What follows belongs to an exercise in optimizing a design on an open flow for small area; a production flow would make more cautious choices.
In this exercise RTL edits were held to simulation tests only and were not proved equivalent to the original.
The flow treats the clock pin as an ideal source, which a real chip does not have.
Power figures rest on the tool's default switching activity, not on a simulated workload.

<file path="design/flow/design.v">
module Counter #(
		parameter WIDTH = 16
	) (
		input enable,
		input reset,
		input clk,
		output reg[WIDTH-1:0] result
		);
	always @(posedge clk) begin
		if (reset) begin
			result <= {WIDTH{1'b0}};
			end
		else if (enable) begin
			result <= result + 1;
			end
		end
	endmodule
module EdgeDetector(
		input sig,
		input clk,
		output rise,
		output fall
		);
	reg prev;  
	always @(posedge clk) begin
		prev <= sig;
		end
	assign rise = sig > prev;
	assign fall = sig < prev;
	endmodule	
module LighthouseTimer #(
		parameter COUNTER_WIDTH = 32,
		parameter CLOCKS_PER_US = 16
	) (
		input envelope,
		input data,
		input clk,
		input reset,
		output [COUNTER_WIDTH-1:0] sync_A_time,
		output [COUNTER_WIDTH-1:0] sync_B_time,
		output [COUNTER_WIDTH-1:0] sweep_time,
		output reg complete
		);
	localparam DW = 18;
	localparam PW = 16;
	localparam LW = 17;
	localparam TIMEOUT_SYNC_A = 4300*CLOCKS_PER_US;
	localparam TIMEOUT_SYNC_B = 600*CLOCKS_PER_US;
	localparam TIMEOUT_SWEEP = 7000*CLOCKS_PER_US;
	localparam SYNC_PULSE_MIN = 62*CLOCKS_PER_US;
	function [LW-1:0] lfsrStep(input [LW-1:0] s);
		lfsrStep = {s[LW-2:0], ~(s[16] ^ s[13])};
	endfunction
	localparam [LW-1:0] AT_SWEEP = 17'h175f5;
	localparam PULSE_SYNC_A = 2'b00;
	localparam PULSE_SYNC_B = 2'b01;
	localparam PULSE_SWEEP = 2'b10;
	localparam PHASE_WAIT = 2'b00;
	localparam PHASE_TIME_PULSE = 2'b01;
	localparam PHASE_PULSE_COMPLETE = 2'b10;
	localparam PHASE_TIMEOUT = 2'b11;
	reg [1:0] pulse;
	reg [1:0] phase;
	reg prev;
	wire riseDetected = envelope & ~prev;
	wire fallDetected = ~envelope & prev;
	reg [LW-1:0] delay;
	reg delayReset;
	reg pastSweep;
	reg [DW-1:0] track;
	reg [PW-1:0] widthA;
	reg [PW-1:0] widthB;
	reg pulseRun;
	reg pulseOdd;
	wire isA = pulse == PULSE_SYNC_A;
	wire isB = pulse == PULSE_SYNC_B;
	wire isS = pulse == PULSE_SWEEP;
	wire timedOut = isB ? track > TIMEOUT_SYNC_B :
		(isS | complete) ? pastSweep : (pastSweep | track > TIMEOUT_SYNC_A);
	wire trackHold = complete | (isS & (pulseOdd | phase == PHASE_PULSE_COMPLETE));
	wire [DW:0] trackCarry;
	assign trackCarry[0] = ~trackHold;
	wire [DW-1:0] trackNext;
	genvar gi;
	generate for (gi = 0; gi < DW; gi = gi + 1) begin : tinc
		assign trackNext[gi] = track[gi] ^ trackCarry[gi];
		assign trackCarry[gi+1] = track[gi] & trackCarry[gi];
	end endgenerate
	wire [PW:0] bCarry;
	assign bCarry[0] = isB & phase == PHASE_TIME_PULSE;
	wire [PW-1:0] widthBNext;
	generate for (gi = 0; gi < PW; gi = gi + 1) begin : binc
		assign widthBNext[gi] = widthB[gi] ^ bCarry[gi];
		assign bCarry[gi+1] = widthB[gi] & bCarry[gi];
	end endgenerate
	wire shortA = track < SYNC_PULSE_MIN - 1;
	wire shortB = widthB < SYNC_PULSE_MIN;
	wire restart = reset |
		(phase == PHASE_WAIT & fallDetected & isA) |
		(phase == PHASE_PULSE_COMPLETE & ((isA & shortA) | (isB & shortB))) |
		(phase == PHASE_TIMEOUT & ~isB);
	wire sweepDone = phase == PHASE_PULSE_COMPLETE & isS;
	assign sync_A_time = {{(COUNTER_WIDTH-PW){1'b0}}, widthA};
	assign sync_B_time = {{(COUNTER_WIDTH-PW){1'b0}}, widthB & {PW{~isB}}};
	assign sweep_time = {{(COUNTER_WIDTH-DW){1'b0}}, track & {DW{complete}}};
	always @(posedge clk) begin
		prev <= envelope;
		if (delayReset) begin
			delay <= {LW{1'b0}};
			pastSweep <= 1'b0;
		end else begin
			delay <= lfsrStep(delay);
			if (delay == AT_SWEEP) pastSweep <= 1'b1;
		end
		if ((delayReset & ~complete) | (restart & complete))
			track <= {DW{1'b0}};
		else
			track <= trackNext;
		pulseOdd <= pulseRun & ~pulseOdd;
		if (restart)
			widthB <= {PW{1'b0}};
		else
			widthB <= widthBNext;
		if (restart)
			widthA <= {PW{1'b0}};
		else if (phase == PHASE_PULSE_COMPLETE & isA)
			widthA <= trackNext[PW-1:0];
		if (restart)
			complete <= 1'b0;
		else if (sweepDone)
			complete <= 1'b1;
		delayReset <= restart | sweepDone;
		if (reset)
			pulseRun <= 1'b0;
		else if (phase == PHASE_WAIT & fallDetected)
			pulseRun <= 1'b1;
		else if (phase == PHASE_TIME_PULSE & riseDetected)
			pulseRun <= 1'b0;
		else if (restart)
			pulseRun <= 1'b0;
		if (reset)
			phase <= PHASE_WAIT;
		else case (phase)
			PHASE_WAIT:
				if (timedOut)
					phase <= PHASE_TIMEOUT;
				else if (fallDetected)
					phase <= PHASE_TIME_PULSE;
			PHASE_TIME_PULSE:
				if (riseDetected)
					phase <= PHASE_PULSE_COMPLETE;
			default:
				phase <= PHASE_WAIT;
		endcase
		if (restart)
			pulse <= PULSE_SYNC_A;
		else if (phase == PHASE_PULSE_COMPLETE)
			pulse <= isA ? PULSE_SYNC_B : isB ? PULSE_SWEEP : PULSE_SYNC_A;
		else if (phase == PHASE_TIMEOUT)
			pulse <= PULSE_SWEEP;
	end
endmodule
</file>
<file path="design/flow/flow/run.sh">
#!/bin/bash
# The standard layout (standard.sh: the standard synthesis and ORFS flow), with these
# placement/CTS choices changed:
#  - the tie-low cell is not duplicated per load (one conb_1 drives the constant-zero outputs);
#  - every input and output port still gets its own buffer, but a buf_1 rather than the
#    resizer's default pick;
#  - after global placement, logic cells are sized down to the smallest drive of their
#    family (flow/downsize.tcl); the resizer's repair_design then fixes any slew or
#    capacitance this breaks, and later repair_timing any timing;
#  - CTS inserts no dummy load cells.
# ORFS writes each step's full log under orfs/logs; make's own output goes to standard.log.
set -euo pipefail
export SKIP_REPAIR_TIE_FANOUT=1
export BUFFER_PORTS_ARGS="-buffer_cell sky130_fd_sc_hd__buf_1"
export POST_GLOBAL_PLACE_TCL="$PWD/flow/downsize.tcl"
export CTS_ARGS="-sink_clustering_enable -repair_clock_nets -dont_use_dummy_load"
bash standard.sh > standard.log 2>&1
</file>
<file path="design/flow/flow/downsize.tcl">
# Gate sizing for area: replace each logic cell by the smallest cell of its family
# (same name up to the drive-strength suffix, e.g. nand4_4 -> nand4_1). Registers,
# clock cells, tie cells, tap/fill cells and port buffers are left as they are.
set db [ord::get_db]
set block [ord::get_db_block]
set dont_use {}
if {[info exists ::env(DONT_USE_CELLS)]} { set dont_use $::env(DONT_USE_CELLS) }
proc is_dont_use {name} {
  global dont_use
  foreach p $dont_use { if {[string match $p $name]} { return 1 } }
  return 0
}
set n 0
set saved 0.0
foreach inst [$block getInsts] {
  set m [$inst getMaster]
  set name [$m getName]
  if {![regexp {^(sky130_fd_sc_hd__[a-z0-9]+)_([0-9]+)$} $name -> base drive]} { continue }
  if {[regexp {__(df|edf|sdf|sedf|dl|clk|conb|tap|fill|decap|diode|lpflow|probe|bufbuf|dly)} $base]} { continue }
  if {[string match "input*" [$inst getName]] || [string match "output*" [$inst getName]]} { continue }
  set best $m
  set barea [expr {[$m getWidth] * [$m getHeight]}]
  foreach d {0 1 2} {
    set c [$db findMaster ${base}_$d]
    if {$c eq "NULL" || $c eq ""} { continue }
    if {[is_dont_use ${base}_$d]} { continue }
    set a [expr {[$c getWidth] * [$c getHeight]}]
    if {$a < $barea} { set best $c; set barea $a }
  }
  if {$best ne $m} {
    set saved [expr {$saved + ([$m getWidth] * [$m getHeight] - $barea) / 1e6}]
    $inst swapMaster $best
    incr n
  }
}
puts "downsize: swapped $n cells, saved [format %.1f $saved] um2"
</file>
<file path="design/flow/standard.sh">
#!/bin/bash
# synth_recipe.tcl (not shown) runs the flow's synth.tcl, then flattens the netlist and writes it again
# the make line also repeats each setting of config.mk as NAME=value (left out here)
make -C /OpenROAD-flow-scripts/flow DESIGN_CONFIG=/design/flow/config.mk WORK_HOME=/design/flow/orfs CLKGATE_MAP_FILE= SYNTH_SCRIPT=/design/flow/synth_recipe.tcl "${@:-finish}"
</file>
<file path="design/flow/config.mk">
export PLATFORM = sky130hd
export DESIGN_NAME = LighthouseTimer
export DESIGN_NICKNAME = LighthouseTimer
export VERILOG_FILES = /design/flow/design.v
export SDC_FILE = /design/flow/constraint.sdc
export NUM_CORES = 4
export LEC_CHECK = 0
export CAP_MARGIN = 20
export CORE_MARGIN = 2
export CORE_UTILIZATION = 70
export PLACE_DENSITY = 0.8
export SLEW_MARGIN = 20
</file>
<file path="design/flow/constraint.sdc">
create_clock -name core_clock -period 10.0 [get_ports {clk}]
set_input_delay 2.0000 -clock core_clock [delete_from_list [all_inputs] [get_ports {clk}]]
set_output_delay 2.0000 -clock core_clock [all_outputs]
set_load 0.01 [all_outputs]
</file>
==> summary.txt, run 1 <==
Status
  – Status: stopped before the end
  – Tool Error: Error: global_place.tcl, 78 can't read "dont_use": no such variable
  – Stage reached: global placement

Synthesis
  – Synth Flop Type: dfxtp_1
  – Synth Area in Adders: 11.1%
  – Multiplexer share of the synthesized area: 0%
  – YS warnings: 1
  – Synth Area in Simple Gates: 26.8%
  – Synth top area share: 42.9%
  – Mapped Nets: 417
  – EDFF count, synth: 0
  – Count leader, synth: dfxtp_1
  – Post-synthesis compound-gate area fraction: 6.69%
  – Syn Inst Count: 381
  – Top cells by area, synth: dfxtp_1, and2_1, ha_1
  – Largest family of logic cells by synthesized area: simple AND/OR/NAND/NOR gates
  – Asr flop ratio synth: 0%
  – Top cells by count, synth: dfxtp_1, and2_1, buf_4, nand2_1, ha_1
  – Avg Inst Size Synth: 9.43 sq um
  – Synth area leader: dfxtp_1
  – Post-Synth XOR/XNOR Area: 0.731%
  – Mapped Area: 0.00359 sq mm
  – Yosys reg bits: 77
  – Unique masters post-synth: 45
  – Post-synthesis sequential area ratio: 42.9%

Floorplan
  – Initial core utilization: 71.2%
  – Horiz. Die Dim: 75.6 um
  – FP Rows: 26
  – IO Pins: 101
  – Die Y: 75.6 um

Placement
  – Buffers on Ports: 53
## cells by family after synthesis
logic type / Yosys count
XOR/XNOR: 3
flip-flops: 77
AO/OA/AOI/OAI: 38
AND/OR/NAND/NOR: 168
buffers and inverters: 62
other: 1
adder cells (fa/ha/maj): 32
==> inputs of run 2 (changes only) <==
==> design/flow/flow/downsize.tcl (replaced) <==
# Gate sizing for area: replace each logic cell by the smallest cell of its family
# (same name up to the drive-strength suffix, e.g. nand4_4 -> nand4_1). Registers,
# clock cells, tie cells, tap/fill cells and port buffers are left as they are.
proc ds_is_dont_use {name patterns} {
  foreach p $patterns { if {[string match $p $name]} { return 1 } }
  return 0
}
proc ds_downsize {} {
  set db [ord::get_db]
  set block [ord::get_db_block]
  set patterns {}
  if {[info exists ::env(DONT_USE_CELLS)]} { set patterns $::env(DONT_USE_CELLS) }
  set n 0
  set saved 0.0
  foreach inst [$block getInsts] {
    set m [$inst getMaster]
    set name [$m getName]
    if {![regexp {^(sky130_fd_sc_hd__[a-z0-9]+)_([0-9]+)$} $name -> base drive]} { continue }
    if {[regexp {__(df|edf|sdf|sedf|dl|clk|conb|tap|fill|decap|diode|lpflow|probe|bufbuf|dly)} $base]} { continue }
    if {[string match "input*" [$inst getName]] || [string match "output*" [$inst getName]]} { continue }
    set best $m
    set barea [expr {[$m getWidth] * [$m getHeight]}]
    foreach d {0 1 2} {
      set c [$db findMaster ${base}_$d]
      if {$c eq "NULL" || $c eq ""} { continue }
      if {[ds_is_dont_use ${base}_$d $patterns]} { continue }
      set a [expr {[$c getWidth] * [$c getHeight]}]
      if {$a < $barea} { set best $c; set barea $a }
    }
    if {$best ne $m} {
      set saved [expr {$saved + ([$m getWidth] * [$m getHeight] - $barea) / 1e6}]
      $inst swapMaster $best
      incr n
    }
  }
  puts "downsize: swapped $n cells, saved [format %.1f $saved] um2"
}
ds_downsize
==> run 2 against run 1 <==
Now clean on timing, DRC and antenna. Area after synthesis stayed put. Synthesized cell count stayed put.
==> summary.txt, run 2 <==
Status
  – Status: complete, no violations (was stopped before the end)

Synthesis
  – Avg Inst Size Synth: 9.43 sq um (unchanged)
  – Yosys reg bits: 77 (unchanged)
  – Synth area leader: dfxtp_1 (unchanged)
  – Unique masters post-synth: 45 (unchanged)
  – Count leader, synth: dfxtp_1 (unchanged)
  – EDFF count, synth: 0 (unchanged)
  – Asr flop ratio synth: 0% (unchanged)
  – Synth Flop Type: dfxtp_1 (unchanged)
  – Mapped Area: 0.00359 sq mm (unchanged)
  – Top cells by area, synth: dfxtp_1, and2_1, ha_1 (unchanged)
  – Synth top area share: 42.9% (unchanged)
  – Mapped Nets: 417 (unchanged)
  – Post-synthesis sequential area ratio: 42.9% (unchanged)
  – YS warnings: 1 (unchanged)
  – Syn Inst Count: 381 (unchanged)
  – Top cells by count, synth: dfxtp_1, and2_1, buf_4, nand2_1, ha_1 (unchanged)

Power and ir drop
  – Static Leakage: 1.56 nW
  – Worst IR Drop VDD: 0.000108 V
  – PwrDens: 141 mW/mm^2

Setup path
  – Worst Setup End Kind: register
  – WP data arrival: 4.83 ns
  – Crit start category: register
  – WP data required: 10.24 ns
  – Setup Crit Path Kind: reg2reg
  – Max FO, Critical Path: 13

Clock tree
  – Max Root-Sink Buffers: 2
  – Num CTS Buffers: 9
  – Worst-Skew Late Latency: 0.34 ns
  – CTS clk-pin slew, worst paths: 0.08 ns
  – Clk root buf: clkbuf_8
  – Hold-fix buffers, CTS: 0
  – CTS tree: yes
  – CTS Sinks: 77
  – # Post-CTS Setup Buffers: 0
  – Post_cts resized: 0
  – H-tree levels: 3

Global routing
  – Vias in the first global route: 2201
  – First-pass GRT wire length: 9560 um
  – GR Overflow Total: 0
  – Largest net degree at the start of global routing: 47
  – Initial antenna violation count: 0
  – GRT Overall Usage: 22.5%

Timing
  – Max frequency: 218 MHz
  – Final Hold Fails: 0
  – Unrepaired setup endpoints after global routing: no
  – Relative slew margins: 43.2%
  – Clk_skew: 0.0300 ns
  – Post-route clock period utilization: 45.9%
  – Post-route minimum period: 4.59 ns
  – Final setup fails: 0
  – Total negative slack: 0 ns
  – Worst-margin pin slew: 0.849 ns
  – Final Max Slew Viols: 0

Cells and area
  – Diode count: 0
  – Commonest non-fill, non-tap cell in the layout: dfxtp_1
  – Largest register FFs: 18
  – Biggest regs: track: 18 flops, delay: 17 flops
  – Fill count: 421
  – Final Util: 71.3%
  – Post-Layout Cell Count: 456
  – Top reg by flops: track
  – Final instance area: 0.00359 sq mm
  – Most frequent cells in the layout: dfxtp_1, and2_1, buf_1
  – Final Net Count: 424
  – Layout cells sized above 1: 3.11%
  – Area Overhead vs Synth: 0.0349%

Route
  – Post-Route WL: 5870 um
  – DRT Pass-1 Iters: 4
  – Post-route ant nets: 0
  – Residual DRC: 0
  – Initial DRC Count: 89
  – Vias per cell: 5.24
  – Wirelength per Cell: 12.9 um
  – Vias: 2391

Floorplan
  – Die Y: 75.6 um (unchanged)
  – Core footprint: 0.00504 sq mm
  – FP Rows: 26 (unchanged)
  – Horiz. Die Dim: 75.6 um (unchanged)
  – Die Area: 0.00572 sq mm
  – Initial core utilization: 71.2% (unchanged)
  – IO Pins: 101 (unchanged)

Placement
  – Post-place instance area: 0.00347 sq mm
  – Cells after DPL: 447
  – Buffers on Ports: 53 (unchanged)
  – Post-DP HPWL: 4260 um

Run
  – Number of max-cap violations: 0

Worst hold path
  – Min-delay worst type: reg2reg
[run 2: critical path, stage by stage (launching register included)]
cell and delay (ns):
dfxtp_1 0.55, nor2b_1 0.27, o21a_1 0.15, nor2_1 0.04
ha_1 0.21, ha_1 0.19, ha_1 0.19, ha_1 0.18
ha_1 0.18, ha_1 0.18, ha_1 0.18, ha_1 0.18
ha_1 0.18, ha_1 0.19, ha_1 0.18, ha_1 0.20
ha_1 0.22, ha_1 0.19, ha_1 0.18, ha_1 0.18
ha_1 0.19, xor2_1 0.14, and2_1 0.15
[run 2: kinds of logic after synthesis]
kind of cell / count (synthesis) / synth area share, %
flops: 77 / 42.9
fa+ha+maj: 32 / 11.1
simple gates: 168 / 26.8
xor+xnor: 3 / 0.732
other cells: 1 / 0.104
compound gates: 38 / 6.69
buf+inv: 62 / 11.6
[run 2: layout make-up]
| type | instances | area [sq um] | share of cell area [%] |
|---|---|---|---|
| Tap cell | 70 | 87.6 | 2.44 |
| Multi-Input combinational cell | 242 | 1620 | 45.0 |
| Clock buffer | 9 | 124 | 3.45 |
| Inverter | 3 | 11.3 | 0.313 |
| Timing Repair Buffer | 55 | 211 | 5.88 |
| Sequential cell | 77 | 1540 | 42.9 |
[run 2: report_power, final]
| group | internal [W] | leakage [nW] | switching [W] |
|---|---|---|---|
| logic | 0.00000507 | 0.877 | 0.0000176 |
| registers | 0.000310 | 0.622 | 0.00000455 |
| clock network | 0.0000802 | 0.0647 | 0.0000908 |
[run 2: metrics by stage]
step	setup slack (ns)	hold slack, ns	power (W)
finish	5.41	0.435	0.000508
global route	5.14	0.468	0.000533
CTS	5.40	0.431	0.000515
detailed placement	5.48	0.420	0.000344
global placement	5.55	0.422	0.000344
floorplan	5.93	0.392	0.000354
[run 2: path summary, 6_finish.rpt]
check | startpoint | end | slack, ns | cells past startpoint
min reg2reg | pulseOdd$_DFF_P_ | pulseOdd$_DFF_P_ | 0.43 | 1
max reg2reg | phase[1]$_SDFFE_PP0P_ | track[17]$_SDFF_PP0_ | 5.41 | 22
max | phase[1]$_SDFFE_PP0P_ | track[17]$_SDFF_PP0_ | 5.41 | 22
min | pulseOdd$_DFF_P_ | pulseOdd$_DFF_P_ | 0.43 | 1
[run 2: metal layers]
metal	GRT usage (%)	up-vias	part of all wire [%]
li1	-	1234	-
met1	26.8	1087	44
met2	37.8	56	49
met3	5.82	14	4.6
met4	11.1	0	2.3
met5	0	-	0
==> inputs of run 3 (changes only) <==
--- a/design/flow/flow/run.sh
+++ b/design/flow/flow/run.sh
@@ -7,11 +7,13 @@
 #  - after global placement, logic cells are sized down to the smallest drive of their
 #    family (flow/downsize.tcl); the resizer's repair_design then fixes any slew or
 #    capacitance this breaks, and later repair_timing any timing;
-#  - CTS inserts no dummy load cells.
+#  - CTS inserts no dummy load cells, and after CTS each clock buffer is made as small as
+#    keeps every register clock pin's slew at or under 100 ps (flow/clk_downsize.tcl).
 # ORFS writes each step's full log under orfs/logs; make's own output goes to standard.log.
 set -euo pipefail
 export SKIP_REPAIR_TIE_FANOUT=1
 export BUFFER_PORTS_ARGS="-buffer_cell sky130_fd_sc_hd__buf_1"
 export POST_GLOBAL_PLACE_TCL="$PWD/flow/downsize.tcl"
 export CTS_ARGS="-sink_clustering_enable -repair_clock_nets -dont_use_dummy_load"
+export POST_CTS_TCL="$PWD/flow/clk_downsize.tcl"
 bash standard.sh > standard.log 2>&1
==> design/flow/flow/clk_downsize.tcl (new file) <==
proc cds_max_clk_slew {} {
  set m 0.0
  foreach p [get_pins -hierarchical */CLK] {
    set s [get_property $p slew_max]
    if {$s > $m} { set m $s }
  }
  return $m
}
proc cds_run {} {
  set limit 0.100
  set block [ord::get_db_block]
  estimate_parasitics -placement
  set before [cds_max_clk_slew]
  set n 0
  # leaf buffers (driving registers) first, then the buffers above them
  set leaves {}
  set upper {}
  foreach inst [$block getInsts] {
    set mname [[$inst getMaster] getName]
    if {![regexp {^sky130_fd_sc_hd__clkbuf_([0-9]+)$} $mname]} { continue }
    set net [[$inst findITerm X] getNet]
    set leaf 0
    foreach it [$net getITerms] {
      if {[[$it getMTerm] getName] eq "CLK"} { set leaf 1; break }
    }
    if {$leaf} { lappend leaves $inst } else { lappend upper $inst }
  }
  foreach inst [concat $leaves $upper] {
    set mname [[$inst getMaster] getName]
    regexp {^sky130_fd_sc_hd__clkbuf_([0-9]+)$} $mname -> d
    foreach smaller {2 4} {
      if {$smaller >= $d} { continue }
      set cell sky130_fd_sc_hd__clkbuf_$smaller
      replace_cell [$inst getName] $cell
      if {[cds_max_clk_slew] <= $limit} {
        incr n
        break
      }
      replace_cell [$inst getName] $mname
    }
  }
  puts "clock buffer sizing: $n buffers made smaller, worst clock pin slew [format %.1f [expr {$before*1000}]] -> [format %.1f [expr {[cds_max_clk_slew]*1000}]] ps"
}
cds_run
==> run 3 against run 2 <==
Wire length fell by 0.36%. Combinational power about the same. Sequential share of layout area rose by 0.44 points. Total power down 5.7%. Register-to-register slack barely moved. Largest cell class unchanged.
==> summary.txt, run 3 <==
Status
  – Status: complete, no violations (unchanged)

Cells and area
  – Biggest regs: track: 18 flops, delay: 17 flops (unchanged)
  – Top reg by flops: track (unchanged)
  – Fill count: 423 (was 421)
  – Area Overhead vs Synth: -0.975% (was 0.0349%)
  – Largest register FFs: 18 (unchanged)
  – Most frequent cells in the layout: dfxtp_1, and2_1, buf_1 (unchanged)
  – Final Net Count: 424 (unchanged)
  – Layout cells sized above 1: 3.11% (unchanged)
  – Commonest non-fill, non-tap cell in the layout: dfxtp_1 (unchanged)
  – Diode count: 0 (unchanged)

Power and ir drop
  – Total power: 0.000480 W (was 0.000508 W)
  – PwrDens: 135 mW/mm^2 (was 141 mW/mm^2)
  – Static Leakage: 1.55 nW (was 1.56 nW)
  – Worst IR Drop VDD: 0.0000979 V (was 0.000108 V)

Setup path
  – Crit path top cell by count: ha_1 (unchanged)
  – Worst Setup End Kind: register (unchanged)
  – Crit start category: register (unchanged)
  – Max FO, Critical Path: 13 (unchanged)
  – CP max stage delay: 0.55 ns (about the same)
  – Max stage delay cell, worst path: dfxtp_1 (unchanged)
  – Setup slack, reg-to-reg: 5.42 ns (was 5.41 ns)
  – Worst path cell trace: nor2b_1 -> o21a_1 -> nor2_1 -> ha_1 -> ha_1 -> ha_1 -> ha_1 -> ha_1 -> ha_1 -> ha_1 -> ha_1 -> ha_1 -> ha_1 -> ha_1 -> ha_1 -> ha_1 -> ha_1 -> ha_1 -> ha_1 -> ha_1 -> xor2_1 -> and2_1 (unchanged)
  – WP data required: 10.37 ns (was 10.24 ns)
  – WP data arrival: 4.95 ns (was 4.83 ns)
  – Setup Crit Path Kind: reg2reg (unchanged)

Synthesis
  – Synth Area in Adders: 11.1% (unchanged)
  – Synth top area share: 42.9% (unchanged)
  – YS warnings: 1 (unchanged)
  – Yosys reg bits: 77 (unchanged)
  – EDFF count, synth: 0 (unchanged)
  – Synth area leader: dfxtp_1 (unchanged)
  – Post-Synth XOR/XNOR Area: 0.731% (unchanged)
  – Avg Inst Size Synth: 9.43 sq um (unchanged)
  – Mapped Nets: 417 (unchanged)
  – Top cells by count, synth: dfxtp_1, and2_1, buf_4, nand2_1, ha_1 (unchanged)
  – Asr flop ratio synth: 0% (unchanged)
  – Post-synthesis sequential area ratio: 42.9% (unchanged)
  – Unique masters post-synth: 45 (unchanged)
  – Synth Flop Type: dfxtp_1 (unchanged)
  – Count leader, synth: dfxtp_1 (unchanged)
  – Syn Inst Count: 381 (unchanged)
  – Synth Area in Simple Gates: 26.8% (unchanged)
  – Multiplexer share of the synthesized area: 0% (unchanged)
  – Top cells by area, synth: dfxtp_1, and2_1, ha_1 (unchanged)
  – Largest family of logic cells by synthesized area: simple AND/OR/NAND/NOR gates (unchanged)
  – Post-synthesis compound-gate area fraction: 6.69% (unchanged)
  – Mapped Area: 0.00359 sq mm (unchanged)

Global routing
  – Largest net degree at the start of global routing: 47 (unchanged)
  – GRT Overall Usage: 22.6% (was 22.5%)
  – First-pass GRT wire length: 9580 um (was 9560 um)
  – Vias in the first global route: 2200 (was 2201)
  – Initial antenna violation count: 0 (unchanged)
  – GR Overflow Total: 0 (unchanged)

Floorplan
  – Die Area: 0.00572 sq mm (unchanged)
  – Initial core utilization: 71.2% (unchanged)
  – IO Pins: 101 (unchanged)
  – Horiz. Die Dim: 75.6 um (unchanged)
  – Core footprint: 0.00504 sq mm (unchanged)
  – Die Y: 75.6 um (unchanged)
  – FP Rows: 26 (unchanged)

Clock tree
  – CTS clk-pin slew, worst paths: 0.10 ns (was 0.08 ns)
  – CTS tree: yes (unchanged)
  – Worst-Skew Late Latency: 0.49 ns (was 0.34 ns)
  – CTS Sinks: 77 (unchanged)

Route
  – Vias: 2398 (was 2391)
  – Initial DRC Count: 102 (was 89)
  – Post-route ant nets: 0 (unchanged)
  – DRT Pass-1 Iters: 4 (unchanged)
  – Residual DRC: 0 (unchanged)
  – Wirelength per Cell: 12.8 um (was 12.9 um)
  – Vias per cell: 5.26 (was 5.24)
  – Post-Route WL: 5850 um (was 5870 um)

Placement
  – Post-DP HPWL: 4260 um (unchanged)
  – Place WS: 5.48 ns (unchanged)
  – Buffers on Ports: 53 (unchanged)

Timing
  – Total negative slack: 0 ns (unchanged)
  – Relative slew margins: 44.1% (was 43.2%)
  – Hold WS: 0.440 ns (was 0.435 ns)
  – Worst-margin pin slew: 0.836 ns (was 0.849 ns)
  – Post-route clock period utilization: 45.8% (was 45.9%)
  – Clk_skew: 0.0405 ns (was 0.0300 ns)
  – Final Max Slew Viols: 0 (unchanged)
  – Max frequency: 218 MHz (about the same)
  – Final Hold Fails: 0 (unchanged)
  – Post-route minimum period: 4.58 ns (was 4.59 ns)
  – Final worst slack: 5.42 ns (was 5.41 ns)
  – Final setup fails: 0 (unchanged)
  – Unrepaired setup endpoints after global routing: no (unchanged)

Run
  – Number of max-cap violations: 0 (unchanged)

Worst hold path
  – Min-delay worst type: reg2reg (unchanged)
[run 3: cell counts after synthesis]
No cell type changed its count.
[run 3: final cells by class]
| type | instances | area, sq um | area share, % |
|---|---|---|---|
| Timing Repair Buffer | 55 | 211 | 5.94 |
| Sequential cell | 77 | 1540 | 43.3 |
| Tap cell | 70 | 87.6 | 2.46 |
| Multi-Input combinational cell | 242 | 1620 | 45.5 |
| Clock buffer | 9 | 87.6 | 2.46 |
| Inverter | 3 | 11.3 | 0.317 |
[run 3: critical path: cells and delay by family, from the launching register on]
kind	cells	cell delay [ns]
compound gates	1	0.15
fa+ha+maj	17	3.20
simple gates	3	0.45
xor+xnor	1	0.14
flops	1	0.55
[run 3: final timing paths]
check	startpoint	endpoint	cells past startpoint
max	phase[1]$_SDFFE_PP0P_	track[17]$_SDFF_PP0_	22
min	pulseOdd$_DFF_P_	pulseOdd$_DFF_P_	1
max reg2reg	phase[1]$_SDFFE_PP0P_	track[17]$_SDFF_PP0_	22
min reg2reg	pulseOdd$_DFF_P_	pulseOdd$_DFF_P_	1
[run 3: kinds of logic after synthesis]
group | Yosys count
simple gates | 168
fa+ha+maj | 32
flops | 77
xor+xnor | 3
compound gates | 38
other cells | 1
buf+inv | 62
[run 3: stage by stage]
stage	instances	instance area, sq um	util, %
after global placement	445	3470	68.9
after floorplan	381	3590	-
final	456	3560	70.5
after global routing	456	3560	70.5
after detailed placement	447	3470	68.8
[run 3: power by group]
group | total (W) | leakage, nW | internal (W) | switching, W
logic | 0.0000226 | 0.877 | 0.00000507 | 0.0000175
registers | 0.000315 | 0.622 | 0.000310 | 0.00000453
clock network | 0.000142 | 0.0509 | 0.0000540 | 0.0000885
[run 3: per-layer routing]
metal	share of wire (%)	vias to the layer above	global-route usage, %
li1	-	1235	-
met3	4.3	20	5.82
met2	49	53	37.9
met4	2.4	0	11.1
met5	0	-	0
met1	44	1090	26.8
==> inputs of run 4 (changes only) <==
--- a/design/flow/design.v
+++ b/design/flow/design.v
@@ -39,7 +39,7 @@
 		output [COUNTER_WIDTH-1:0] sync_A_time,
 		output [COUNTER_WIDTH-1:0] sync_B_time,
 		output [COUNTER_WIDTH-1:0] sweep_time,
-		output reg complete
+		output complete
 		);
 	localparam DW = 18;
 	localparam PW = 16;
@@ -52,9 +52,10 @@
 		lfsrStep = {s[LW-2:0], ~(s[16] ^ s[13])};
 	endfunction
 	localparam [LW-1:0] AT_SWEEP = 17'h175f5;
-	localparam PULSE_SYNC_A = 2'b00;
-	localparam PULSE_SYNC_B = 2'b01;
-	localparam PULSE_SWEEP = 2'b10;
+	localparam PULSE_SYNC_A = 2'b10;
+	localparam PULSE_SYNC_B = 2'b11;
+	localparam PULSE_SWEEP = 2'b01;
+	localparam PULSE_SYNC_A_DONE = 2'b00;
 	localparam PHASE_WAIT = 2'b00;
 	localparam PHASE_TIME_PULSE = 2'b01;
 	localparam PHASE_PULSE_COMPLETE = 2'b10;
@@ -73,6 +74,8 @@
 	reg pulseRun;
 	reg pulseOdd;
 	wire isA = pulse == PULSE_SYNC_A;
+	wire isAc = pulse == PULSE_SYNC_A_DONE;
+	assign complete = isAc;
 	wire isB = pulse == PULSE_SYNC_B;
 	wire isS = pulse == PULSE_SWEEP;
 	wire timedOut = isB ? track > TIMEOUT_SYNC_B :
@@ -96,7 +99,7 @@
 	wire shortA = track < SYNC_PULSE_MIN - 1;
 	wire shortB = widthB < SYNC_PULSE_MIN;
 	wire restart = reset |
-		(phase == PHASE_WAIT & fallDetected & isA) |
+		(phase == PHASE_WAIT & fallDetected & (isA | isAc)) |
 		(phase == PHASE_PULSE_COMPLETE & ((isA & shortA) | (isB & shortB))) |
 		(phase == PHASE_TIMEOUT & ~isB);
 	wire sweepDone = phase == PHASE_PULSE_COMPLETE & isS;
@@ -125,10 +128,6 @@
 			widthA <= {PW{1'b0}};
 		else if (phase == PHASE_PULSE_COMPLETE & isA)
 			widthA <= trackNext[PW-1:0];
-		if (restart)
-			complete <= 1'b0;
-		else if (sweepDone)
-			complete <= 1'b1;
 		delayReset <= restart | sweepDone;
 		if (reset)
 			pulseRun <= 1'b0;
@@ -155,7 +154,7 @@
 		if (restart)
 			pulse <= PULSE_SYNC_A;
 		else if (phase == PHASE_PULSE_COMPLETE)
-			pulse <= isA ? PULSE_SYNC_B : isB ? PULSE_SWEEP : PULSE_SYNC_A;
+			pulse <= isA ? PULSE_SYNC_B : isB ? PULSE_SWEEP : PULSE_SYNC_A_DONE;
 		else if (phase == PHASE_TIMEOUT)
 			pulse <= PULSE_SWEEP;
 	end
--- a/design/flow/config.mk
+++ b/design/flow/config.mk
@@ -7,6 +7,6 @@
 export LEC_CHECK = 0
 export CAP_MARGIN = 20
 export CORE_MARGIN = 2
-export CORE_UTILIZATION = 70
-export PLACE_DENSITY = 0.8
+export CORE_UTILIZATION = 90
+export PLACE_DENSITY = 0.95
 export SLEW_MARGIN = 20
==> run 4 against run 3 <==
The run now fails in global placement without I/O. Synthesized cell count shrank 0.52%. Area after synthesis is 0.94% lower.
==> summary.txt, run 4 <==
Synthesis
  – YS warnings: 1 (unchanged)
  – Post-synthesis sequential area ratio: 42.8% (was 42.9%)
  – Yosys reg bits: 76 (was 77)
  – Synth area leader: dfxtp_1 (unchanged)
  – Synth Flop Type: dfxtp_1 (unchanged)
  – Avg Inst Size Synth: 9.39 sq um (was 9.43 sq um)
  – Count leader, synth: dfxtp_1 (unchanged)
  – Unique masters post-synth: 45 (unchanged)
  – Syn Inst Count: 379 (was 381)
  – Mapped Nets: 415 (was 417)
  – Synth top area share: 42.8% (was 42.9%)
  – Mapped Area: 0.00356 sq mm (was 0.00359 sq mm)
  – Asr flop ratio synth: 0% (unchanged)
  – EDFF count, synth: 0 (unchanged)
  – Top cells by area, synth: dfxtp_1, and2_1, ha_1 (unchanged)
  – Top cells by count, synth: dfxtp_1, and2_1, buf_4, nand2_1, ha_1 (unchanged)

Floorplan
  – Initial core utilization: 95.1% (was 71.2%)
  – Die Y: 66.9 um (was 75.6 um)
  – Horiz. Die Dim: 66.9 um (was 75.6 um)
  – FP Rows: 22 (was 26)

Status
  – Stage reached: global placement without I/O
  – Status: stopped before the end (was complete, no violations)
  – Tool Error: [ERROR GPL-0301] Utilization 105.563 % exceeds 100%.
[run 4: logic make-up after synthesis]
group	Yosys count	share of synthesized area [%]
buffers and inverters	62	12.0
XOR/XNOR	3	0.739
flip-flops	76	42.8
other	1	0.105
adder cells (fa/ha/maj)	32	11.3
AO/OA/AOI/OAI	32	5.73
AND/OR/NAND/NOR	173	27.4
==> inputs of run 5 (changes only) <==
--- a/design/flow/config.mk
+++ b/design/flow/config.mk
@@ -7,6 +7,6 @@
 export LEC_CHECK = 0
 export CAP_MARGIN = 20
 export CORE_MARGIN = 2
-export CORE_UTILIZATION = 90
-export PLACE_DENSITY = 0.95
+export CORE_UTILIZATION = 70
+export PLACE_DENSITY = 0.8
 export SLEW_MARGIN = 20
==> run 5 against run 4 <==
Now clean on timing, DRC and antenna. Area after synthesis is the same. Synthesized cell count is the same.
==> summary.txt, run 5 <==
Power and ir drop
  – P_int: 0.000369 W
  – Worst IR Drop VDD: 0.000112 V
  – Sequential power share: 64.3%
  – Static Leakage: 1.53 nW
  – Clk pwr share: 30.1%
  – Combinational power share: 5.6%
  – Total power: 0.000485 W
  – PwrDens: 138 mW/mm^2
  – Switching share of power: 23.9%
  – Net Switching: 0.000116 W

Timing
  – Max frequency: 233 MHz
  – Worst-margin pin slew: 0.832 ns
  – Unrepaired setup endpoints after global routing: no
  – Final Max Slew Viols: 0
  – Post-route clock period utilization: 42.8%
  – Relative slew margins: 44.2%
  – Total negative slack: 0 ns
  – Post-route minimum period: 4.28 ns
  – Final Hold Fails: 0
  – Final setup fails: 0
  – Clk_skew: 0.0341 ns

Cells and area
  – Sequential Area: 0.00152 sq mm
  – Top reg by flops: track
  – Fill count: 401
  – Biggest regs: track: 18 flops, delay: 17 flops
  – Final Net Count: 421
  – Largest register FFs: 18
  – Most frequent cells in the layout: dfxtp_1, and2_1, buf_1
  – Layout cells sized above 1: 2.61%
  – Area Overhead vs Synth: -1.30%
  – Commonest non-fill, non-tap cell in the layout: dfxtp_1
  – Diode count: 0
  – Multi-input gate area: 0.00160 sq mm

Setup path
  – WP data arrival: 4.69 ns
  – Crit start category: register
  – Critical path's top delay family: adder cells
  – Worst path cell trace: nand2b_1 -> nand3b_1 -> nand2_1 -> ha_1 -> ha_1 -> ha_1 -> ha_1 -> ha_1 -> ha_1 -> ha_1 -> ha_1 -> ha_1 -> ha_1 -> ha_1 -> ha_1 -> ha_1 -> ha_1 -> ha_1 -> ha_1 -> ha_1 -> xor2_1 -> and2_1
  – CP max stage delay: 0.48 ns
  – WP buf/inv: 0
  – Max stage delay cell, worst path: dfxtp_1
  – Worst Setup End Kind: register
  – WP data required: 10.40 ns
  – Max FO, Critical Path: 9
  – Setup Crit Path Kind: reg2reg
  – Crit path top cell by count: ha_1

Synthesis
  – Mapped Nets: 415 (unchanged)
  – Top cells by count, synth: dfxtp_1, and2_1, buf_4, nand2_1, ha_1 (unchanged)
  – Yosys reg bits: 76 (unchanged)
  – Unique masters post-synth: 45 (unchanged)
  – EDFF count, synth: 0 (unchanged)
  – Post-synthesis sequential area ratio: 42.8% (unchanged)
  – Synth top area share: 42.8% (unchanged)
  – Mapped Area: 0.00356 sq mm (unchanged)
  – Syn Inst Count: 379 (unchanged)
  – Asr flop ratio synth: 0% (unchanged)
  – Synth Flop Type: dfxtp_1 (unchanged)
  – Synth area leader: dfxtp_1 (unchanged)
  – Count leader, synth: dfxtp_1 (unchanged)
  – Avg Inst Size Synth: 9.39 sq um (unchanged)
  – YS warnings: 1 (unchanged)
  – Top cells by area, synth: dfxtp_1, and2_1, ha_1 (unchanged)

Route
  – DRT Pass-1 Iters: 4
  – Vias: 2401
  – Residual DRC: 0
  – Initial DRC Count: 75
  – Post-Route WL: 6190 um
  – Vias per cell: 5.34
  – Post-route ant nets: 0
  – Wirelength per Cell: 13.7 um

Clock tree
  – CTS Sinks: 76
  – CTS clk-pin slew, worst paths: 0.10 ns
  – Worst-Skew Late Latency: 0.50 ns
  – CTS tree: yes

Global routing
  – GRT Overall Usage: 23.1%
  – GR Overflow Total: 0
  – First-pass GRT wire length: 9700 um
  – Largest net degree at the start of global routing: 47
  – Vias in the first global route: 2201
  – Initial antenna violation count: 0

Floorplan
  – Initial core utilization: 73.9% (was 95.1%)
  – Die Y: 75.3 um (was 66.9 um)
  – Horiz. Die Dim: 75.3 um (was 66.9 um)
  – Core footprint: 0.00482 sq mm
  – IO Pins: 101
  – Die Area: 0.00567 sq mm
  – FP Rows: 25 (was 22)

Run
  – Number of max-cap violations: 0

Placement
  – Post-DP HPWL: 4450 um
  – Buffers on Ports: 53

Status
  – Status: complete, no violations (was stopped before the end)

Worst hold path
  – Min-delay worst type: reg2reg
==> run 5: power by group through the flow <==
| stage | combinational, W | sequential (W) | clock, W |
|---|---|---|---|
| 2_1_floorplan | 0.0000384 | 0.000316 | 0 |
| 3_3_place_gp | 0.0000265 | 0.000318 | 0 |
| 3_5_place_dp | 0.0000269 | 0.000319 | 0 |
| 5_1_grt | 0.0000319 | 0.000312 | 0.000163 |
| 6_report | 0.0000272 | 0.000312 | 0.000146 |
==> run 5: metal layers <==
metal	vias to the layer above	global-route usage [%]	routed length (um)
li1	1231	-	-
met2	55	36.6	2980
met1	1107	29.2	2810
met5	-	0	0
met3	8	8.47	320
met4	0	8.38	82
==> run 5: cells by family after synthesis <==
group	Yosys count	synth area share, %
buffers and inverters	62	12.0
adders and majority gates	32	11.3
other	1	0.105
and+or+nand+nor	173	27.4
AOI/OAI and AO/OA	32	5.73
DFF	76	42.8
xor gates and xnor gates	3	0.739
==> run 5: final cells by class <==
class	instances	area share [%]
Timing Repair Buffer	55	5.99
Multi-Input combinational cell	241	45.5
Clock buffer	9	2.57
Sequential cell	76	43.3
Inverter	2	0.214
Tap cell	67	2.39
==> run 5: path summary, 6_finish.rpt <==
path	cells past startpoint	slack [ns]	startpoint	end
worst max-delay path	22	5.72	phase[1]$_SDFFE_PP0P_	track[17]$_SDFF_PP0_
worst min-delay path	1	0.43	pulseOdd$_DFF_P_	pulseOdd$_DFF_P_
worst max register to register	22	5.72	phase[1]$_SDFFE_PP0P_	track[17]$_SDFF_PP0_
worst min register to register	1	0.43	pulseOdd$_DFF_P_	pulseOdd$_DFF_P_
==> run 5: through the flow <==
step	util, %	hold WS [ns]	instances	area, sq um	setup WS [ns]
2_1_floorplan	-	0.383	379	3560	6.02
3_3_place_gp	71.2	0.398	440	3430	5.79
3_5_place_dp	70.9	0.422	440	3410	5.71
5_1_grt	72.9	0.470	450	3510	5.50
6_report	72.9	0.434	450	3510	5.72
==> inputs of run 6 (changes only) <==
--- a/design/flow/config.mk
+++ b/design/flow/config.mk
@@ -7,6 +7,6 @@
 export LEC_CHECK = 0
 export CAP_MARGIN = 20
 export CORE_MARGIN = 2
-export CORE_UTILIZATION = 70
-export PLACE_DENSITY = 0.8
+export CORE_UTILIZATION = 85
+export PLACE_DENSITY = 0.92
 export SLEW_MARGIN = 20
==> run 6 against run 5 <==
Flip-flop and latch count unchanged. Sequential power about the same. Worst setup slack worse by 0.063 ns. Die area down 17%. Clock power down 8%. Hold slack worse by 0.023 ns. Critical path depth unchanged. Largest cell class unchanged.
==> summary.txt, run 6 <==
Route
  – Wirelength per Cell: 15.7 um (was 13.7 um)
  – DRT Pass-1 Iters: 4 (unchanged)
  – Post-route ant nets: 0 (unchanged)
  – Initial DRC Count: 188 (was 75)
  – Residual DRC: 0 (unchanged)
  – Vias per cell: 5.74 (was 5.34)
  – Post-Route WL: 6790 um (was 6190 um)
  – Vias: 2478 (was 2401)

Floorplan
  – FP Rows: 23 (was 25)
  – Initial core utilization: 88.3% (was 73.9%)
  – Horiz. Die Dim: 68.7 um (was 75.3 um)
  – Core footprint: 0.00403 sq mm (was 0.00482 sq mm)
  – IO Pins: 101 (unchanged)
  – Die Area: 0.00472 sq mm (was 0.00567 sq mm)
  – Die Y: 68.7 um (was 75.3 um)

Timing
  – Worst-margin pin slew: 1.05 ns (was 0.832 ns)
  – Post-route clock period utilization: 43.5% (was 42.8%)
  – Final Hold Fails: 0 (unchanged)
  – Max frequency: 230 MHz (was 233 MHz)
  – Hold WS: 0.411 ns (was 0.434 ns)
  – Final Max Slew Viols: 0 (unchanged)
  – Final setup fails: 0 (unchanged)
  – Unrepaired setup endpoints after global routing: no (unchanged)
  – Clk_skew: 0.0277 ns (was 0.0341 ns)
  – Post-route minimum period: 4.35 ns (was 4.28 ns)
  – Final worst slack: 5.65 ns (was 5.72 ns)
  – Relative slew margins: 29.5% (was 44.2%)
  – Total negative slack: 0 ns (unchanged)

Setup path
  – CP max stage delay: 0.50 ns (was 0.48 ns)
  – Crit start category: register (unchanged)
  – Worst path cell trace: nand2b_1 -> nand3b_1 -> nand2_1 -> ha_1 -> ha_1 -> ha_1 -> ha_1 -> ha_1 -> ha_1 -> ha_1 -> ha_1 -> ha_1 -> ha_1 -> ha_1 -> ha_1 -> ha_1 -> ha_1 -> ha_1 -> ha_1 -> ha_1 -> xor2_1 -> and2_1 (unchanged)
  – WP data arrival: 4.72 ns (was 4.69 ns)
  – Reg2reg end: track[17]$_SDFF_PP0_ (unchanged)
  – Setup Crit Path Kind: reg2reg (unchanged)
  – Worst r2r src: phase[1]$_SDFFE_PP0P_ (unchanged)
  – R2R depth: 22 (unchanged)
  – Crit path top cell by count: ha_1 (unchanged)
  – Max FO, Critical Path: 9 (unchanged)
  – Worst Setup End Kind: register (unchanged)
  – Setup slack, reg-to-reg: 5.65 ns (was 5.72 ns)
  – WP data required: 10.37 ns (was 10.40 ns)
  – Max stage delay cell, worst path: dfxtp_1 (unchanged)

Power and ir drop
  – Static Leakage: 1.52 nW (was 1.53 nW)
  – Worst IR Drop VDD: 0.000106 V (was 0.000112 V)
  – PwrDens: 136 mW/mm^2 (was 138 mW/mm^2)

Global routing
  – GRT Overall Usage: 31.2% (was 23.1%)
  – GR Overflow Total: 0 (unchanged)
  – GRT met1 Usage: 35.3% (was 29.2%)
  – Global Route met3 Usage: 10.4% (was 8.47%)
  – Vias in the first global route: 2312 (was 2201)
  – GRT busiest layer: met2 (unchanged)
  – Largest net degree at the start of global routing: 47 (unchanged)
  – First-pass GRT wire length: 10500 um (was 9700 um)
  – Initial antenna violation count: 0 (unchanged)
  – GRT met2 Usage: 54.9% (was 36.6%)

Synthesis
  – Post-synthesis sequential area ratio: 42.8% (unchanged)
  – EDFF count, synth: 0 (unchanged)
  – Mapped Area: 0.00356 sq mm (unchanged)
  – Yosys reg bits: 76 (unchanged)
  – Mapped Nets: 415 (unchanged)
  – Top cells by area, synth: dfxtp_1, and2_1, ha_1 (unchanged)
  – Count leader, synth: dfxtp_1 (unchanged)
  – Top cells by count, synth: dfxtp_1, and2_1, buf_4, nand2_1, ha_1 (unchanged)
  – Asr flop ratio synth: 0% (unchanged)
  – Synth Flop Type: dfxtp_1 (unchanged)
  – Synth area leader: dfxtp_1 (unchanged)
  – Avg Inst Size Synth: 9.39 sq um (unchanged)
  – YS warnings: 1 (unchanged)
  – Unique masters post-synth: 45 (unchanged)
  – Synth top area share: 42.8% (unchanged)
  – Syn Inst Count: 379 (unchanged)

Worst hold path
  – Worst Hold End: pulseOdd$_DFF_P_ (unchanged)
  – Hold_sp: pulseOdd$_DFF_P_ (unchanged)
  – Min-delay worst type: reg2reg (unchanged)
  – Hold path depth: 1 (unchanged)

Cells and area
  – Sequential Area: 0.00152 sq mm (unchanged)
  – Diode count: 0 (unchanged)
  – Biggest regs: track: 18 flops, delay: 17 flops (unchanged)
  – Final Util: 86.1% (was 72.9%)
  – Area Overhead vs Synth: -2.46% (was -1.30%)
  – Multi-input gate area: 0.00160 sq mm (unchanged)
  – Final Net Count: 420 (was 421)
  – Most frequent cells in the layout: dfxtp_1, and2_1, buf_1 (unchanged)
  – Layout cells sized above 1: 2.36% (was 2.61%)
  – Fill count: 230 (was 401)
  – Largest register FFs: 18 (unchanged)
  – Top reg by flops: track (unchanged)
  – Commonest non-fill, non-tap cell in the layout: dfxtp_1 (unchanged)
  – Final instance area: 0.00347 sq mm (was 0.00351 sq mm)

Clock tree
  – CTS Sinks: 76 (unchanged)
  – Worst-Skew Late Latency: 0.48 ns (was 0.50 ns)
  – CTS clk-pin slew, worst paths: 0.09 ns (was 0.10 ns)
  – CTS tree: yes (unchanged)

Status
  – Status: complete, no violations (unchanged)

Placement
  – Place WS: 5.71 ns (about the same)
  – Post-place instance area: 0.00339 sq mm (was 0.00341 sq mm)
  – Post-DP HPWL: 4750 um (was 4450 um)
  – Buffers on Ports: 53 (unchanged)

Run
  – Number of max-cap violations: 0 (unchanged)
-- run 6: worst max-delay path, delay by kind of cell (launching register included) --
family	cells	cell delay, ns
adders and majority gates	17	3.12
DFF	1	0.50
and+or+nand+nor	4	0.49
xor gates and xnor gates	1	0.14
-- run 6: worst max-delay path by stage --
stage	start	endpoint	slack (ns)
after floorplan	phase[1]$_SDFFE_PP0P_	track[17]$_SDFF_PP0_	6.02
after global placement	phase[1]$_SDFFE_PP0P_	track[17]$_SDFF_PP0_	5.82
after detailed placement	phase[1]$_SDFFE_PP0P_	track[17]$_SDFF_PP0_	5.71
after global routing	phase[1]$_SDFFE_PP0P_	track[17]$_SDFF_PP0_	5.35
final	phase[1]$_SDFFE_PP0P_	track[17]$_SDFF_PP0_	5.65
-- run 6: cell type report --
cell class | instances | area share (%)
Sequential cell | 76 | 43.8
Timing Repair Buffer | 54 | 5.84
Inverter | 2 | 0.216
Clock buffer | 9 | 2.24
Tap cell | 50 | 1.80
Multi-Input combinational cell | 241 | 46.1
-- run 6: through the flow --
step | cells | power, W
global placement | 423 | 0.000344
finish | 432 | 0.000473
floorplan | 379 | 0.000355
global route | 432 | 0.000491
detailed placement | 423 | 0.000345
-- run 6: routing by layer --
layer | vias to the layer above | share of wire, %
li1 | 1223 | -
met3 | 10 | 8.1
met5 | - | 0
met1 | 1138 | 39
met4 | 0 | 1.2
met2 | 107 | 52
-- run 6: kinds of logic (layout without fill, tap and decap cells) --
kind of cell | after synthesis | in the layout | share of synthesized area [%]
buf+inv | 62 | 65 | 12.0
flops | 76 | 76 | 42.8
other cells | 1 | 1 | 0.105
xor+xnor | 3 | 3 | 0.739
fa+ha+maj | 32 | 32 | 11.3
simple gates | 173 | 173 | 27.4
compound gates | 32 | 32 | 5.73
-- run 6: report_power, final --
part / leakage [nW] / internal [W] / total (W) / switching, W
registers: 0.614 / 0.000306 / 0.000312 / 0.00000531
clock network: 0.0461 / 0.0000476 / 0.000134 / 0.0000864
logic: 0.858 / 0.00000671 / 0.0000276 / 0.0000209
total: 1.52 / 0.000361 / 0.000473 / 0.000113

what the ideal ports hide:
The flow's constraints put no driver on any port. The routed layouts listed below were extracted and timed again, unchanged, in two steps. Step 1 sets driving cells, clkbuf_16 on the clock port and buf_2 on the other inputs (assumed; they add their load-dependent delay and slew). Step 2, shift: input delay + t, output delay - t, t = (earliest + latest rising clock arrival at the registers) / 2. This alone moves slack from input paths to output paths. Three values: no drivers, after step 1, after step 2; two values: the first two.
run | t, ns | setup slack, ns | worst setup path after step 2 | slew at the worst register clock pin (ns) | pins driven straight from the clock port
run 2 | 0.352 | 5.408 / 5.408 / 5.408 | register to register | 0.08 / 0.08 | 1
run 3 | 0.493 | 5.420 / 5.420 / 5.420 | register to register | 0.10 / 0.10 | 1
run 5 | 0.506 | 5.716 / 5.716 / 5.716 | register to register | 0.10 / 0.10 | 1
run 6 | 0.490 | 5.653 / 5.653 / 5.653 | register to register | 0.10 / 0.10 | 1
After both steps setup and hold are still met in every run listed.
